This design comes from an exercise in tuning for small area and a short achievable clock period on the open sky130 flow, not from production work.
No functional check of the RTL was part of this run.
Power is estimated from default activity; no workload was simulated.

File: run.sh
#!/bin/bash
# synth_recipe.tcl (not shown) runs the flow's synth.tcl, then flattens the netlist and writes it again
# the make line also repeats each setting of config.mk as NAME=value (left out here)
make -C /OpenROAD-flow-scripts/flow DESIGN_CONFIG=/design/flow/config.mk WORK_HOME=/design/flow/orfs CLKGATE_MAP_FILE= SYNTH_SCRIPT=/design/flow/synth_recipe.tcl finish
File: design.v
module div_uu(clk, rst, ena, iready, z, d, q, s, div0, ovf, oready);
  input         clk, rst, ena, iready;
  input  [63:0] z;
  input  [31:0] d;
  output [31:0] q, s;
  output        div0, ovf, oready;
  reg    [31:0] q, s;
  reg           div0, ovf, oready;
  wire [31:0] r0 = z[63:32];
  wire [31:0] x0 = z[31:0];
  wire [31:0] d0 = d;
  wire        o0 = ~(z[63:32] < d);
  wire        v0 = iready;
  reg [31:0] r0q, x0q, d0q;
  reg        o0q, v0q;
  always @(posedge clk) begin
    if (ena) begin
      r0q <= r0; x0q <= x0; d0q <= d0; o0q <= o0;
    end
    if (rst) v0q <= 1'b0;
    else if (ena) v0q <= v0;
  end
  wire [32:0] t1 = {r0q, x0q[31]} - {1'b0, d0q};
  wire [31:0] r1 = t1[32] ? {r0q[30:0], x0q[31]} : t1[31:0];
  wire [31:0] x1 = {x0q[30:0], ~t1[32]};
  wire [31:0] d1 = d0q;
  wire        o1 = o0q;
  wire        v1 = v0q;
  reg [31:0] r1q, x1q, d1q;
  reg        o1q, v1q;
  always @(posedge clk) begin
    if (ena) begin
      r1q <= r1; x1q <= x1; d1q <= d1; o1q <= o1;
    end
    if (rst) v1q <= 1'b0;
    else if (ena) v1q <= v1;
  end
  wire [32:0] t2 = {r1q, x1q[31]} - {1'b0, d1q};
  wire [31:0] r2 = t2[32] ? {r1q[30:0], x1q[31]} : t2[31:0];
  wire [31:0] x2 = {x1q[30:0], ~t2[32]};
  wire [31:0] d2 = d1q;
  wire        o2 = o1q;
  wire        v2 = v1q;
  reg [31:0] r2q, x2q, d2q;
  reg        o2q, v2q;
  always @(posedge clk) begin
    if (ena) begin
      r2q <= r2; x2q <= x2; d2q <= d2; o2q <= o2;
    end
    if (rst) v2q <= 1'b0;
    else if (ena) v2q <= v2;
  end
  wire [32:0] t3 = {r2q, x2q[31]} - {1'b0, d2q};
  wire [31:0] r3 = t3[32] ? {r2q[30:0], x2q[31]} : t3[31:0];
  wire [31:0] x3 = {x2q[30:0], ~t3[32]};
  wire [31:0] d3 = d2q;
  wire        o3 = o2q;
  wire        v3 = v2q;
  reg [31:0] r3q, x3q, d3q;
  reg        o3q, v3q;
  always @(posedge clk) begin
    if (ena) begin
      r3q <= r3; x3q <= x3; d3q <= d3; o3q <= o3;
    end
    if (rst) v3q <= 1'b0;
    else if (ena) v3q <= v3;
  end
  wire [32:0] t4 = {r3q, x3q[31]} - {1'b0, d3q};
  wire [31:0] r4 = t4[32] ? {r3q[30:0], x3q[31]} : t4[31:0];
  wire [31:0] x4 = {x3q[30:0], ~t4[32]};
  wire [31:0] d4 = d3q;
  wire        o4 = o3q;
  wire        v4 = v3q;
  reg [31:0] r4q, x4q, d4q;
  reg        o4q, v4q;
  always @(posedge clk) begin
    if (ena) begin
      r4q <= r4; x4q <= x4; d4q <= d4; o4q <= o4;
    end
    if (rst) v4q <= 1'b0;
    else if (ena) v4q <= v4;
  end
  wire [32:0] t5 = {r4q, x4q[31]} - {1'b0, d4q};
  wire [31:0] r5 = t5[32] ? {r4q[30:0], x4q[31]} : t5[31:0];
  wire [31:0] x5 = {x4q[30:0], ~t5[32]};
  wire [31:0] d5 = d4q;
  wire        o5 = o4q;
  wire        v5 = v4q;
  reg [31:0] r5q, x5q, d5q;
  reg        o5q, v5q;
  always @(posedge clk) begin
    if (ena) begin
      r5q <= r5; x5q <= x5; d5q <= d5; o5q <= o5;
    end
    if (rst) v5q <= 1'b0;
    else if (ena) v5q <= v5;
  end
  wire [32:0] t6 = {r5q, x5q[31]} - {1'b0, d5q};
  wire [31:0] r6 = t6[32] ? {r5q[30:0], x5q[31]} : t6[31:0];
  wire [31:0] x6 = {x5q[30:0], ~t6[32]};
  wire [31:0] d6 = d5q;
  wire        o6 = o5q;
  wire        v6 = v5q;
  reg [31:0] r6q, x6q, d6q;
  reg        o6q, v6q;
  always @(posedge clk) begin
    if (ena) begin
      r6q <= r6; x6q <= x6; d6q <= d6; o6q <= o6;
    end
    if (rst) v6q <= 1'b0;
    else if (ena) v6q <= v6;
  end
  wire [32:0] t7 = {r6q, x6q[31]} - {1'b0, d6q};
  wire [31:0] r7 = t7[32] ? {r6q[30:0], x6q[31]} : t7[31:0];
  wire [31:0] x7 = {x6q[30:0], ~t7[32]};
  wire [31:0] d7 = d6q;
  wire        o7 = o6q;
  wire        v7 = v6q;
  reg [31:0] r7q, x7q, d7q;
  reg        o7q, v7q;
  always @(posedge clk) begin
    if (ena) begin
      r7q <= r7; x7q <= x7; d7q <= d7; o7q <= o7;
    end
    if (rst) v7q <= 1'b0;
    else if (ena) v7q <= v7;
  end
  wire [32:0] t8 = {r7q, x7q[31]} - {1'b0, d7q};
  wire [31:0] r8 = t8[32] ? {r7q[30:0], x7q[31]} : t8[31:0];
  wire [31:0] x8 = {x7q[30:0], ~t8[32]};
  wire [31:0] d8 = d7q;
  wire        o8 = o7q;
  wire        v8 = v7q;
  reg [31:0] r8q, x8q, d8q;
  reg        o8q, v8q;
  always @(posedge clk) begin
    if (ena) begin
      r8q <= r8; x8q <= x8; d8q <= d8; o8q <= o8;
    end
    if (rst) v8q <= 1'b0;
    else if (ena) v8q <= v8;
  end
  wire [32:0] t9 = {r8q, x8q[31]} - {1'b0, d8q};
  wire [31:0] r9 = t9[32] ? {r8q[30:0], x8q[31]} : t9[31:0];
  wire [31:0] x9 = {x8q[30:0], ~t9[32]};
  wire [31:0] d9 = d8q;
  wire        o9 = o8q;
  wire        v9 = v8q;
  reg [31:0] r9q, x9q, d9q;
  reg        o9q, v9q;
  always @(posedge clk) begin
    if (ena) begin
      r9q <= r9; x9q <= x9; d9q <= d9; o9q <= o9;
    end
    if (rst) v9q <= 1'b0;
    else if (ena) v9q <= v9;
  end
  wire [32:0] t10 = {r9q, x9q[31]} - {1'b0, d9q};
  wire [31:0] r10 = t10[32] ? {r9q[30:0], x9q[31]} : t10[31:0];
  wire [31:0] x10 = {x9q[30:0], ~t10[32]};
  wire [31:0] d10 = d9q;
  wire        o10 = o9q;
  wire        v10 = v9q;
  reg [31:0] r10q, x10q, d10q;
  reg        o10q, v10q;
  always @(posedge clk) begin
    if (ena) begin
      r10q <= r10; x10q <= x10; d10q <= d10; o10q <= o10;
    end
    if (rst) v10q <= 1'b0;
    else if (ena) v10q <= v10;
  end
  wire [32:0] t11 = {r10q, x10q[31]} - {1'b0, d10q};
  wire [31:0] r11 = t11[32] ? {r10q[30:0], x10q[31]} : t11[31:0];
  wire [31:0] x11 = {x10q[30:0], ~t11[32]};
  wire [31:0] d11 = d10q;
  wire        o11 = o10q;
  wire        v11 = v10q;
  reg [31:0] r11q, x11q, d11q;
  reg        o11q, v11q;
  always @(posedge clk) begin
    if (ena) begin
      r11q <= r11; x11q <= x11; d11q <= d11; o11q <= o11;
    end
    if (rst) v11q <= 1'b0;
    else if (ena) v11q <= v11;
  end
  wire [32:0] t12 = {r11q, x11q[31]} - {1'b0, d11q};
  wire [31:0] r12 = t12[32] ? {r11q[30:0], x11q[31]} : t12[31:0];
  wire [31:0] x12 = {x11q[30:0], ~t12[32]};
  wire [31:0] d12 = d11q;
  wire        o12 = o11q;
  wire        v12 = v11q;
  reg [31:0] r12q, x12q, d12q;
  reg        o12q, v12q;
  always @(posedge clk) begin
    if (ena) begin
      r12q <= r12; x12q <= x12; d12q <= d12; o12q <= o12;
    end
    if (rst) v12q <= 1'b0;
    else if (ena) v12q <= v12;
  end
  wire [32:0] t13 = {r12q, x12q[31]} - {1'b0, d12q};
  wire [31:0] r13 = t13[32] ? {r12q[30:0], x12q[31]} : t13[31:0];
  wire [31:0] x13 = {x12q[30:0], ~t13[32]};
  wire [31:0] d13 = d12q;
  wire        o13 = o12q;
  wire        v13 = v12q;
  reg [31:0] r13q, x13q, d13q;
  reg        o13q, v13q;
  always @(posedge clk) begin
    if (ena) begin
      r13q <= r13; x13q <= x13; d13q <= d13; o13q <= o13;
    end
    if (rst) v13q <= 1'b0;
    else if (ena) v13q <= v13;
  end
  wire [32:0] t14 = {r13q, x13q[31]} - {1'b0, d13q};
  wire [31:0] r14 = t14[32] ? {r13q[30:0], x13q[31]} : t14[31:0];
  wire [31:0] x14 = {x13q[30:0], ~t14[32]};
  wire [31:0] d14 = d13q;
  wire        o14 = o13q;
  wire        v14 = v13q;
  reg [31:0] r14q, x14q, d14q;
  reg        o14q, v14q;
  always @(posedge clk) begin
    if (ena) begin
      r14q <= r14; x14q <= x14; d14q <= d14; o14q <= o14;
    end
    if (rst) v14q <= 1'b0;
    else if (ena) v14q <= v14;
  end
  wire [32:0] t15 = {r14q, x14q[31]} - {1'b0, d14q};
  wire [31:0] r15 = t15[32] ? {r14q[30:0], x14q[31]} : t15[31:0];
  wire [31:0] x15 = {x14q[30:0], ~t15[32]};
  wire [31:0] d15 = d14q;
  wire        o15 = o14q;
  wire        v15 = v14q;
  reg [31:0] r15q, x15q, d15q;
  reg        o15q, v15q;
  always @(posedge clk) begin
    if (ena) begin
      r15q <= r15; x15q <= x15; d15q <= d15; o15q <= o15;
    end
    if (rst) v15q <= 1'b0;
    else if (ena) v15q <= v15;
  end
  wire [32:0] t16 = {r15q, x15q[31]} - {1'b0, d15q};
  wire [31:0] r16 = t16[32] ? {r15q[30:0], x15q[31]} : t16[31:0];
  wire [31:0] x16 = {x15q[30:0], ~t16[32]};
  wire [31:0] d16 = d15q;
  wire        o16 = o15q;
  wire        v16 = v15q;
  reg [31:0] r16q, x16q, d16q;
  reg        o16q, v16q;
  always @(posedge clk) begin
    if (ena) begin
      r16q <= r16; x16q <= x16; d16q <= d16; o16q <= o16;
    end
    if (rst) v16q <= 1'b0;
    else if (ena) v16q <= v16;
  end
  wire [32:0] t17 = {r16q, x16q[31]} - {1'b0, d16q};
  wire [31:0] r17 = t17[32] ? {r16q[30:0], x16q[31]} : t17[31:0];
  wire [31:0] x17 = {x16q[30:0], ~t17[32]};
  wire [31:0] d17 = d16q;
  wire        o17 = o16q;
  wire        v17 = v16q;
  reg [31:0] r17q, x17q, d17q;
  reg        o17q, v17q;
  always @(posedge clk) begin
    if (ena) begin
      r17q <= r17; x17q <= x17; d17q <= d17; o17q <= o17;
    end
    if (rst) v17q <= 1'b0;
    else if (ena) v17q <= v17;
  end
  wire [32:0] t18 = {r17q, x17q[31]} - {1'b0, d17q};
  wire [31:0] r18 = t18[32] ? {r17q[30:0], x17q[31]} : t18[31:0];
  wire [31:0] x18 = {x17q[30:0], ~t18[32]};
  wire [31:0] d18 = d17q;
  wire        o18 = o17q;
  wire        v18 = v17q;
  reg [31:0] r18q, x18q, d18q;
  reg        o18q, v18q;
  always @(posedge clk) begin
    if (ena) begin
      r18q <= r18; x18q <= x18; d18q <= d18; o18q <= o18;
    end
    if (rst) v18q <= 1'b0;
    else if (ena) v18q <= v18;
  end
  wire [32:0] t19 = {r18q, x18q[31]} - {1'b0, d18q};
  wire [31:0] r19 = t19[32] ? {r18q[30:0], x18q[31]} : t19[31:0];
  wire [31:0] x19 = {x18q[30:0], ~t19[32]};
  wire [31:0] d19 = d18q;
  wire        o19 = o18q;
  wire        v19 = v18q;
  reg [31:0] r19q, x19q, d19q;
  reg        o19q, v19q;
  always @(posedge clk) begin
    if (ena) begin
      r19q <= r19; x19q <= x19; d19q <= d19; o19q <= o19;
    end
    if (rst) v19q <= 1'b0;
    else if (ena) v19q <= v19;
  end
  wire [32:0] t20 = {r19q, x19q[31]} - {1'b0, d19q};
  wire [31:0] r20 = t20[32] ? {r19q[30:0], x19q[31]} : t20[31:0];
  wire [31:0] x20 = {x19q[30:0], ~t20[32]};
  wire [31:0] d20 = d19q;
  wire        o20 = o19q;
  wire        v20 = v19q;
  reg [31:0] r20q, x20q, d20q;
  reg        o20q, v20q;
  always @(posedge clk) begin
    if (ena) begin
      r20q <= r20; x20q <= x20; d20q <= d20; o20q <= o20;
    end
    if (rst) v20q <= 1'b0;
    else if (ena) v20q <= v20;
  end
  wire [32:0] t21 = {r20q, x20q[31]} - {1'b0, d20q};
  wire [31:0] r21 = t21[32] ? {r20q[30:0], x20q[31]} : t21[31:0];
  wire [31:0] x21 = {x20q[30:0], ~t21[32]};
  wire [31:0] d21 = d20q;
  wire        o21 = o20q;
  wire        v21 = v20q;
  reg [31:0] r21q, x21q, d21q;
  reg        o21q, v21q;
  always @(posedge clk) begin
    if (ena) begin
      r21q <= r21; x21q <= x21; d21q <= d21; o21q <= o21;
    end
    if (rst) v21q <= 1'b0;
    else if (ena) v21q <= v21;
  end
  wire [32:0] t22 = {r21q, x21q[31]} - {1'b0, d21q};
  wire [31:0] r22 = t22[32] ? {r21q[30:0], x21q[31]} : t22[31:0];
  wire [31:0] x22 = {x21q[30:0], ~t22[32]};
  wire [31:0] d22 = d21q;
  wire        o22 = o21q;
  wire        v22 = v21q;
  reg [31:0] r22q, x22q, d22q;
  reg        o22q, v22q;
  always @(posedge clk) begin
    if (ena) begin
      r22q <= r22; x22q <= x22; d22q <= d22; o22q <= o22;
    end
    if (rst) v22q <= 1'b0;
    else if (ena) v22q <= v22;
  end
  wire [32:0] t23 = {r22q, x22q[31]} - {1'b0, d22q};
  wire [31:0] r23 = t23[32] ? {r22q[30:0], x22q[31]} : t23[31:0];
  wire [31:0] x23 = {x22q[30:0], ~t23[32]};
  wire [31:0] d23 = d22q;
  wire        o23 = o22q;
  wire        v23 = v22q;
  reg [31:0] r23q, x23q, d23q;
  reg        o23q, v23q;
  always @(posedge clk) begin
    if (ena) begin
      r23q <= r23; x23q <= x23; d23q <= d23; o23q <= o23;
    end
    if (rst) v23q <= 1'b0;
    else if (ena) v23q <= v23;
  end
  wire [32:0] t24 = {r23q, x23q[31]} - {1'b0, d23q};
  wire [31:0] r24 = t24[32] ? {r23q[30:0], x23q[31]} : t24[31:0];
  wire [31:0] x24 = {x23q[30:0], ~t24[32]};
  wire [31:0] d24 = d23q;
  wire        o24 = o23q;
  wire        v24 = v23q;
  reg [31:0] r24q, x24q, d24q;
  reg        o24q, v24q;
  always @(posedge clk) begin
    if (ena) begin
      r24q <= r24; x24q <= x24; d24q <= d24; o24q <= o24;
    end
    if (rst) v24q <= 1'b0;
    else if (ena) v24q <= v24;
  end
  wire [32:0] t25 = {r24q, x24q[31]} - {1'b0, d24q};
  wire [31:0] r25 = t25[32] ? {r24q[30:0], x24q[31]} : t25[31:0];
  wire [31:0] x25 = {x24q[30:0], ~t25[32]};
  wire [31:0] d25 = d24q;
  wire        o25 = o24q;
  wire        v25 = v24q;
  reg [31:0] r25q, x25q, d25q;
  reg        o25q, v25q;
  always @(posedge clk) begin
    if (ena) begin
      r25q <= r25; x25q <= x25; d25q <= d25; o25q <= o25;
    end
    if (rst) v25q <= 1'b0;
    else if (ena) v25q <= v25;
  end
  wire [32:0] t26 = {r25q, x25q[31]} - {1'b0, d25q};
  wire [31:0] r26 = t26[32] ? {r25q[30:0], x25q[31]} : t26[31:0];
  wire [31:0] x26 = {x25q[30:0], ~t26[32]};
  wire [31:0] d26 = d25q;
  wire        o26 = o25q;
  wire        v26 = v25q;
  reg [31:0] r26q, x26q, d26q;
  reg        o26q, v26q;
  always @(posedge clk) begin
    if (ena) begin
      r26q <= r26; x26q <= x26; d26q <= d26; o26q <= o26;
    end
    if (rst) v26q <= 1'b0;
    else if (ena) v26q <= v26;
  end
  wire [32:0] t27 = {r26q, x26q[31]} - {1'b0, d26q};
  wire [31:0] r27 = t27[32] ? {r26q[30:0], x26q[31]} : t27[31:0];
  wire [31:0] x27 = {x26q[30:0], ~t27[32]};
  wire [31:0] d27 = d26q;
  wire        o27 = o26q;
  wire        v27 = v26q;
  reg [31:0] r27q, x27q, d27q;
  reg        o27q, v27q;
  always @(posedge clk) begin
    if (ena) begin
      r27q <= r27; x27q <= x27; d27q <= d27; o27q <= o27;
    end
    if (rst) v27q <= 1'b0;
    else if (ena) v27q <= v27;
  end
  wire [32:0] t28 = {r27q, x27q[31]} - {1'b0, d27q};
  wire [31:0] r28 = t28[32] ? {r27q[30:0], x27q[31]} : t28[31:0];
  wire [31:0] x28 = {x27q[30:0], ~t28[32]};
  wire [31:0] d28 = d27q;
  wire        o28 = o27q;
  wire        v28 = v27q;
  reg [31:0] r28q, x28q, d28q;
  reg        o28q, v28q;
  always @(posedge clk) begin
    if (ena) begin
      r28q <= r28; x28q <= x28; d28q <= d28; o28q <= o28;
    end
    if (rst) v28q <= 1'b0;
    else if (ena) v28q <= v28;
  end
  wire [32:0] t29 = {r28q, x28q[31]} - {1'b0, d28q};
  wire [31:0] r29 = t29[32] ? {r28q[30:0], x28q[31]} : t29[31:0];
  wire [31:0] x29 = {x28q[30:0], ~t29[32]};
  wire [31:0] d29 = d28q;
  wire        o29 = o28q;
  wire        v29 = v28q;
  reg [31:0] r29q, x29q, d29q;
  reg        o29q, v29q;
  always @(posedge clk) begin
    if (ena) begin
      r29q <= r29; x29q <= x29; d29q <= d29; o29q <= o29;
    end
    if (rst) v29q <= 1'b0;
    else if (ena) v29q <= v29;
  end
  wire [32:0] t30 = {r29q, x29q[31]} - {1'b0, d29q};
  wire [31:0] r30 = t30[32] ? {r29q[30:0], x29q[31]} : t30[31:0];
  wire [31:0] x30 = {x29q[30:0], ~t30[32]};
  wire [31:0] d30 = d29q;
  wire        o30 = o29q;
  wire        v30 = v29q;
  reg [31:0] r30q, x30q, d30q;
  reg        o30q, v30q;
  always @(posedge clk) begin
    if (ena) begin
      r30q <= r30; x30q <= x30; d30q <= d30; o30q <= o30;
    end
    if (rst) v30q <= 1'b0;
    else if (ena) v30q <= v30;
  end
  wire [32:0] t31 = {r30q, x30q[31]} - {1'b0, d30q};
  wire [31:0] r31 = t31[32] ? {r30q[30:0], x30q[31]} : t31[31:0];
  wire [31:0] x31 = {x30q[30:0], ~t31[32]};
  wire [31:0] d31 = d30q;
  wire        o31 = o30q;
  wire        v31 = v30q;
  reg [31:0] r31q, x31q, d31q;
  reg        o31q, v31q;
  always @(posedge clk) begin
    if (ena) begin
      r31q <= r31; x31q <= x31; d31q <= d31; o31q <= o31;
    end
    if (rst) v31q <= 1'b0;
    else if (ena) v31q <= v31;
  end
  wire [32:0] t32 = {r31q, x31q[31]} - {1'b0, d31q};
  wire [31:0] r32 = t32[32] ? {r31q[30:0], x31q[31]} : t32[31:0];
  wire [31:0] x32 = {x31q[30:0], ~t32[32]};
  wire [31:0] d32 = d31q;
  wire        o32 = o31q;
  wire        v32 = v31q;
  always @(posedge clk) begin
    if (ena) begin
      q <= x32; s <= r32; ovf <= o32; div0 <= ~|d32;
    end
    if (rst) oready <= 1'b0;
    else if (ena) oready <= v32;
  end
endmodule
File: constraint.sdc
create_clock -name core_clock -period 5.5 [get_ports {clk}]
set_input_delay 1.1000 -clock core_clock [delete_from_list [all_inputs] [get_ports {clk}]]
set_output_delay 1.1000 -clock core_clock [all_outputs]
set_load 0.01 [all_outputs]
File: config.mk
export PLATFORM = sky130hd
export DESIGN_NAME = div_uu
export DESIGN_NICKNAME = div_uu
export VERILOG_FILES = /design/flow/design.v
export SDC_FILE = /design/flow/constraint.sdc
export NUM_CORES = 4
export LEC_CHECK = 0
export CAP_MARGIN = 20
export CORE_MARGIN = 2
export CORE_UTILIZATION = 40
export SETUP_SLACK_MARGIN = 2.5
export SLEW_MARGIN = 20
==> reports/qor.csv <==
metric,value,unit
die span in y,645,um
commonest cells in the netlist,"edfxtp_1, inv_1, ha_1",
fin. max-slew vios,0,
Worst Path Required,6.18,ns
sequential-to-total area share from yosys stat,58.2,%
final period utilization,75.2,%
FF-to-FF End,r1q[21]$_DFFE_PP_,
DRT iter0 DRCs,4644,
slew margin rel.,27.8,%
Register-to-Register Path Depth,17,
vias post-DR,102000,
largest net degree at the start of global routing,178,
RD Place Congestion,0.874,
Area growth syn-to-layout,23.1,%
gr ovfl total,0,
Setup TNS Final,0,ns
flop2flop setup slack,1.36,ns
overall routing resource usage,16.9,%
Yosys top cell area share,57.8,%
WP data arrival,4.82,ns
Final Setup Violations,0,
CTS Buf Count,363,
drt total wl,363000,um
"top cells by area, synth","edfxtp_1, ha_1, mux2_2",
first-pass GRT wire length,557000,um
clock buffer depth,4,
status,"complete, no violations",
drt via density,5.17,
RSZ-0062 raised after global routing,yes,
root buffer cell,clkbuf_16,
Syn. warnings,1,
DRC errors left,0,
non-filler instance count after layout,19700,
Max-cap violations,0,
PortBufs,166,
vias in the first global route,107000,
Clock Latency Late Sink,0.95,ns
share of layout cells above drive strength 1,20.8,%
Worst Skew,0.0447,ns
Synth Cell Area,0.165,sq mm
most frequent cell after synthesis,edfxtp_1,
CP Launch Type,register,
num rows,235,
synth unique cells,97,
fmax,242,MHz
Crit Path Category,reg -> reg,
Die Width,645,um
PD cells,701,mW/mm^2
"FF+latch count, synth",3203,
Placed Cells,18300,
Filler cells,35100,
endpoint class of the critical path,register,
post-synth top area cell,edfxtp_1,
Starting Density,40.2,%
antenna violations before repair,4,
hpwl dp,232000,um
Pre-antenna DRT Iters,6,
HP Class,in -> reg,
wire per inst,18.5,um
Syn Area/Cell,12.9,sq um
crit-path max FO,7,
Hold Buf Count CTS,0,
CTS tree,built,
Core Box Area,0.410,sq mm
slew at the pin closest to its max-slew limit,1.08,ns
worst r2r src,d0q[2]$_DFFE_PP_,
Max VDD drop,376,uV
H-tree depth,5,
Final nets,15100,
Hold Path Origin,d[1],
hold endpoint,d0q[1]$_DFFE_PP_,
Cells after Synth,12800,
Tmin final,4.14,ns
Final WS setup,1.36,ns
Leak Pwr,83.1,nW
pre-CTS setup slack,0.912,ns
I/O pins,167,
Hold Path Stages,1,
Final Hold Vio Count,0,
ys async rst share,0,%
CTS Sinks,3203,
Synth Net Count,14000,
Post-synth top flop,edfxtp_1,
clock slew at reported path FFs,0.06,ns
ANT nets after route,0,
"EDFF count, synth",3170,
total die area,0.417,sq mm
## worst max path at each step
stage,to,startpoint,slack [ns]
2_1_floorplan,r1q[10]$_DFFE_PP_,x0q[31]$_DFFE_PP_,1.72
3_3_place_gp,r18q[10]$_DFFE_PP_,x17q[31]$_DFFE_PP_,0.89
3_5_place_dp,r6q[24]$_DFFE_PP_,d5q[0]$_DFFE_PP_,0.91
4_1_cts,r1q[23]$_DFFE_PP_,x0q[31]$_DFFE_PP_,1.32
5_1_grt,r3q[20]$_DFFE_PP_,d2q[0]$_DFFE_PP_,1.25
6_report,r1q[21]$_DFFE_PP_,d0q[2]$_DFFE_PP_,1.36
## logic make-up after synthesis
family / share of synthesized area [%]
flip-flops: 58.2
adder cells (fa/ha/maj): 8.41
XOR/XNOR: 4.73
buffers and inverters: 3.68
AND/OR/NAND/NOR: 6.43
multiplexers: 7.21
AO/OA/AOI/OAI: 11.3
## worst max-delay path, cell delays in order, from the launching register on
cell	delay [ns]
edfxtp_1	0.40
inv_2	0.09
ha_4	0.21
nor2b_2	0.15
o21a_1	0.18
o21a_1	0.21
o21a_2	0.24
a221o_2	0.42
a2111oi_4	0.39
nor2_2	0.11
o41ai_4	0.22
buf_4	0.20
o41ai_4	0.09
xor2_4	0.18
buf_12	0.17
buf_12	0.13
buf_16	0.15
mux2_4	0.29
## cell usage in the layout, fill, tap and decap left out, types with 383 or more instances in the layout
master | Yosys | final
edfxtp_1 | 3170 | 3170
a21oi_1 | 902 | 832
a21o_1 | 546 | 543
o21ai_0 | 444 | 383
inv_1 | 1287 | 1249
xnor2_1 | 610 | 597
nor2_1 | 587 | 577
mux2_4 | 27 | 907
buf_4 | 3 | 412
nand2_1 | 489 | 486
ha_1 | 1055 | 956
## metrics by stage
stage / util (%) / cell area (sq um) / total power (W) / hold slack [ns]
floorplan: - / 169000 / 0.0870 / 0.400
finish: 49.5 / 203000 / 0.142 / 0.379
global placement: 43.3 / 177000 / 0.0977 / 0.400
global route: 49.5 / 203000 / 0.150 / 0.309
detailed placement: 43.3 / 177000 / 0.0986 / 0.405
CTS: 48.9 / 200000 / 0.141 / 0.389
## final cells by class
cell class                      count  area (sq um)  share of cell area, %
Tap cell                         5451          6820                   3.37
Sequential cell                  3203         95900                   47.3
Multi-Input combinational cell   8029         70500                   34.8
Antenna cell                       11          27.5                 0.0136
Timing Repair Buffer             1008         13000                   6.40
Clock buffer                      444          9550                   4.71
Clock inverter                    221          2110                   1.04
Inverter                         1287          4830                   2.39
## where the power goes
part           internal, W  switching (W)
clock network       0.0139        0.00989
registers           0.0356        0.00302
logic               0.0437         0.0359
## what timing repair did
item                        CTS  global route
cloned                      114             3
buffers inserted            461           141
setup endpoints to repair  1069          1059
pin swaps                   211           161
gates resized for setup     841           260
## layer usage
| layer | global-route usage [%] | wire length (um) | share of wire [%] |
|---|---|---|---|
| met4 | 11.7 | 28100 | 7.7 |
| met1 | 12.7 | 106000 | 29 |
| met2 | 37.4 | 220000 | 61 |
| met5 | 0 | 0 | 0 |
| met3 | 2.01 | 9060 | 2.5 |

[separate check: timing with driven ports]
How much do the figures lean on ideal ports? The routed layout below was timed once more, with nothing changed but the port constraints.
Step 1: set_driving_cell puts a clkbuf_16 on clk and a buf_2 on each other input, an assumption about the parent block.
Step 2 adds t to the input delays and takes it off the output delays; t is the mean of the earliest and latest rising clock arrival at the registers after step 1. Input paths then give back, and output paths get back, about the clock's delay inside the block.
Three values: no drivers, after step 1, after step 2; two values: the first two.
t (ns): 1.038
setup WS [ns]: 1.363 / 1.363 / 1.363
cell pins on the clock port's net: 1
After both steps setup and hold are still met in this run. The setup slack of this run moves by 0.000 ns with the drivers and by 0.000 ns with both steps.
